This design comes from an exercise in tuning for small area, a short achievable clock period and few clock cycles on the open sky130 flow, not from production work.
The RTL was checked by simulation tests, not by an equivalence proof against the original design.
Power is estimated from default activity; no workload was simulated.

== tundra ==
// alu
module alu(
    input logic clk,
    input logic rst,
    input logic in_alu,
    input logic[31:0] operand1,
    input logic[31:0] operand2,
    input logic [5:0]operation,
    input logic[5:0]op,
    input logic [4:0]shamt,
    output logic[31:0] result,
    output logic out_alu
);
==> flow/config.mk <==
export PLATFORM = sky130hd
export DESIGN_NAME = alu
export DESIGN_NICKNAME = alu
export VERILOG_FILES = /design/flow/design.v
export SDC_FILE = /design/flow/constraint.sdc
export NUM_CORES = 4
export LEC_CHECK = 0
export ABC_AREA = 1
export CAP_MARGIN = 20
export CORE_MARGIN = 2
export CORE_UTILIZATION = 60
export PLACE_DENSITY = 0.75
export SETUP_SLACK_MARGIN = 5
export SLEW_MARGIN = 20
==> flow/constraint.sdc <==
create_clock -name core_clock -period 11.0 [get_ports {clk}]
set_input_delay 2.2000 -clock core_clock [delete_from_list [all_inputs] [get_ports {clk}]]
set_output_delay 2.2000 -clock core_clock [all_outputs]
set_load 0.01 [all_outputs]
run.sh (not shown) runs the stock make flow with config.mk's settings and CLKGATE_MAP_FILE= SYNTH_SCRIPT=/design/flow/synth_recipe.tcl, a recipe that flattens the netlist after the stock synthesis.
Testbench counts of tundra, summed over its fixed seeds: cycles 4,604.
Inputs modified between tundra and ember:
Settings: swapping 0.75 for 0.6 in PLACE_DENSITY; swapping 60 for 40 in CORE_UTILIZATION.
[summary]
- Measured slew at the worst slew-check pin is lower on ember
- tundra has higher combined global-route utilization of all metal layers than ember.
- Starting utilization of the core area, ember and tundra: higher on tundra
- tundra → ember: number of antenna violations at the first check in global routing saw a decrease, post-synthesis to final-layout area growth saw an increase, clock share of power saw an increase, critical path data required time saw a decrease.
- Detailed-routing iteration count for the pre-antenna-repair pass (higher): tundra
- [compare] base=tundra new=ember: total power -about 1%, buffers inserted during post-CTS setup optimization +5.
#### Input delta (amber over ember)
Settings: a change of PLACE_DENSITY from 0.6 to 0.75; a change of CORE_UTILIZATION from 40 to 60; a deleted SETUP_SLACK_MARGIN that had been 5.
==> flow/flow/run.sh (new file) <==
#!/bin/bash
export SETUP_SLACK_MARGIN=6
bash standard.sh > standard.log 2>&1
==> flow/standard.sh (new file) <==
#!/bin/bash
# synth_recipe.tcl (not shown) runs the flow's synth.tcl, then flattens the netlist and writes it again
# the make line also repeats each setting of config.mk as NAME=value (left out here)
make -C /OpenROAD-flow-scripts/flow DESIGN_CONFIG=/design/flow/config.mk WORK_HOME=/design/flow/orfs CLKGATE_MAP_FILE= SYNTH_SCRIPT=/design/flow/synth_recipe.tcl "${@:-finish}"
removed: flow/run.sh
--- outcome ---
Of ember and amber, only amber never reached the final stage. In amber the routability congestion estimate from global placement turned out about 0.6% higher than in ember. As far as count of flip-flops with a built-in enable after synthesis goes, ember and amber are indistinguishable; the numbers are identical. The floorplan row count in ember is 1.2 times that in amber. Delta (amber minus ember): number of buffers inserted for hold repair after clock tree synthesis ~0 delta, count of unique library cells instantiated by Yosys ~0 delta, height of the die -34 um, number of flip-flops and latches in the synthesized netlist ~0 delta, mean post-synth cell area ~0 delta. Compared with ember, post-cts resize count in amber increased by more than 100%. The run showing the smaller initial core utilization is ember. Between amber and ember, the adder-cell share of the synthesized area does not differ in any meaningful way.

---

alu, a different RTL version from the one above (not shown whole).
Size: roughly 2,400 cells after synthesis, about 78 flip-flops, ~120 I/O pins.
clock: 11.0 ns
lec_check: 0
abc_area: 1
cap_margin: 20
core_margin: 2
core_utilization: 40
place_density: 0.6
slew_margin: 20
standard.sh (not shown) runs the stock make flow with config.mk's settings and CLKGATE_MAP_FILE= SYNTH_SCRIPT=/design/flow/synth_recipe.tcl, a recipe that flattens the netlist after the stock synthesis.
==> flow/flow/run.sh <==
#!/bin/bash
export BUFFER_PORTS_ARGS="-buffer_cell sky130_fd_sc_hd__buf_1"
export SETUP_SLACK_MARGIN=5.75
bash standard.sh > standard.log 2>&1
The baseline completed with no timing, DRC or antenna violations.
Testbench counts at the start, summed over its fixed seeds: cycles 4,604.
Change:
==> flow/flow/run.sh (replaced) <==
#!/bin/bash
export BUFFER_PORTS_ARGS="-buffer_cell sky130_fd_sc_hd__buf_1"
export SETUP_SLACK_MARGIN=5.5
bash standard.sh > standard.log 2>&1
- CTS_CLUSTER_DIAMETER: unset -> 100
- CTS_CLUSTER_SIZE: unset -> 40
After rerunning: Non-clock buffer count drops by 24. Register-to-register slack gains 110 ps. Global-route usage drops by 1.4 points. Synthesized cell count does not change. Synthesized area is unchanged. Setup slack gains 110 ps. Cell count drops by 0.82%. Routed wire length drops by 3.1%. Sequential power stays flat. Hold slack gains 12 ps.
Change:
==> flow/run.sh (new file) <==
#!/bin/bash
# synth_recipe.tcl (not shown) runs the flow's synth.tcl, then flattens the netlist and writes it again
# the make line also repeats each setting of config.mk as NAME=value (left out here)
make -C /OpenROAD-flow-scripts/flow DESIGN_CONFIG=/design/flow/config.mk WORK_HOME=/design/flow/orfs CLKGATE_MAP_FILE= SYNTH_SCRIPT=/design/flow/synth_recipe.tcl finish
- CTS_CLUSTER_DIAMETER: 100 -> unset
- CTS_CLUSTER_SIZE: 40 -> unset
- SETUP_SLACK_MARGIN: unset -> 5
- TNS_END_PERCENT: unset -> 0
removed: flow/flow/run.sh
removed: flow/standard.sh
After rerunning:
- The changed run went through all stages and came out clean
- global-route usage drops by 1.2 points
- wire length shrinks by 3.1%
- non-clock buffer count decreases by 22
- die area is unchanged
- design area fell by 0.33%
- count of clock-buffer cells in the layout stays the same
Change:
==> flow/flow/run.sh (new file) <==
#!/bin/bash
export BUFFER_PORTS_ARGS="-buffer_cell sky130_fd_sc_hd__buf_1"
export SETUP_SLACK_MARGIN=5.5
bash standard.sh > standard.log 2>&1
==> flow/standard.sh (new file) <==
#!/bin/bash
# synth_recipe.tcl (not shown) runs the flow's synth.tcl, then flattens the netlist and writes it again
# the make line also repeats each setting of config.mk as NAME=value (left out here)
make -C /OpenROAD-flow-scripts/flow DESIGN_CONFIG=/design/flow/config.mk WORK_HOME=/design/flow/orfs CLKGATE_MAP_FILE= SYNTH_SCRIPT=/design/flow/synth_recipe.tcl "${@:-finish}"
- PLACE_DENSITY: 0.6 -> 0.7
- SETUP_SLACK_MARGIN: 5 -> unset
- TNS_END_PERCENT: 0 -> unset
removed: flow/run.sh
Wire length fell by 0.46%.
Worst setup slack gains 650 ps.
Die area stays the same.

[separate check: timing with driven ports]
How much do the figures lean on ideal ports? The routed layouts below were timed once more, with nothing changed but the port constraints. Step 1: set_driving_cell puts a clkbuf_16 on clk and a buf_2 on each other input, an assumption about the parent block. Step 2 also shifts input and output timing later by t, the mid clock arrival at the registers, as if the neighbouring blocks saw the same clock. Three values: ideal ports, drivers, drivers and shift; two values: the first two.
run | shift t [ns] | setup WS [ns] | latest minus earliest clock arrival (ns)
tundra | 0.412 | 4.955 / 4.967 / 4.555 | 0.021 / 0.021
ember | 0.435 | 4.846 / 4.883 / 4.447 | 0.019 / 0.019
the first run of note 2 | 0.411 | 5.371 / 5.363 / 4.952 | 0.013 / 0.014
the second run of note 2 | 0.404 | 5.486 / 5.496 / 5.092 | 0.010 / 0.010
the third run of note 2 | 0.416 | 4.789 / 4.810 / 4.394 | 0.011 / 0.010
the fourth run of note 2 | 0.410 | 5.437 / 5.433 / 5.023 | 0.017 / 0.017
After both steps setup and hold are still met in every run listed. The setup slack of the first run of note 2, which loses most, moves by -0.008 ns with the drivers and by -0.419 ns with both steps.
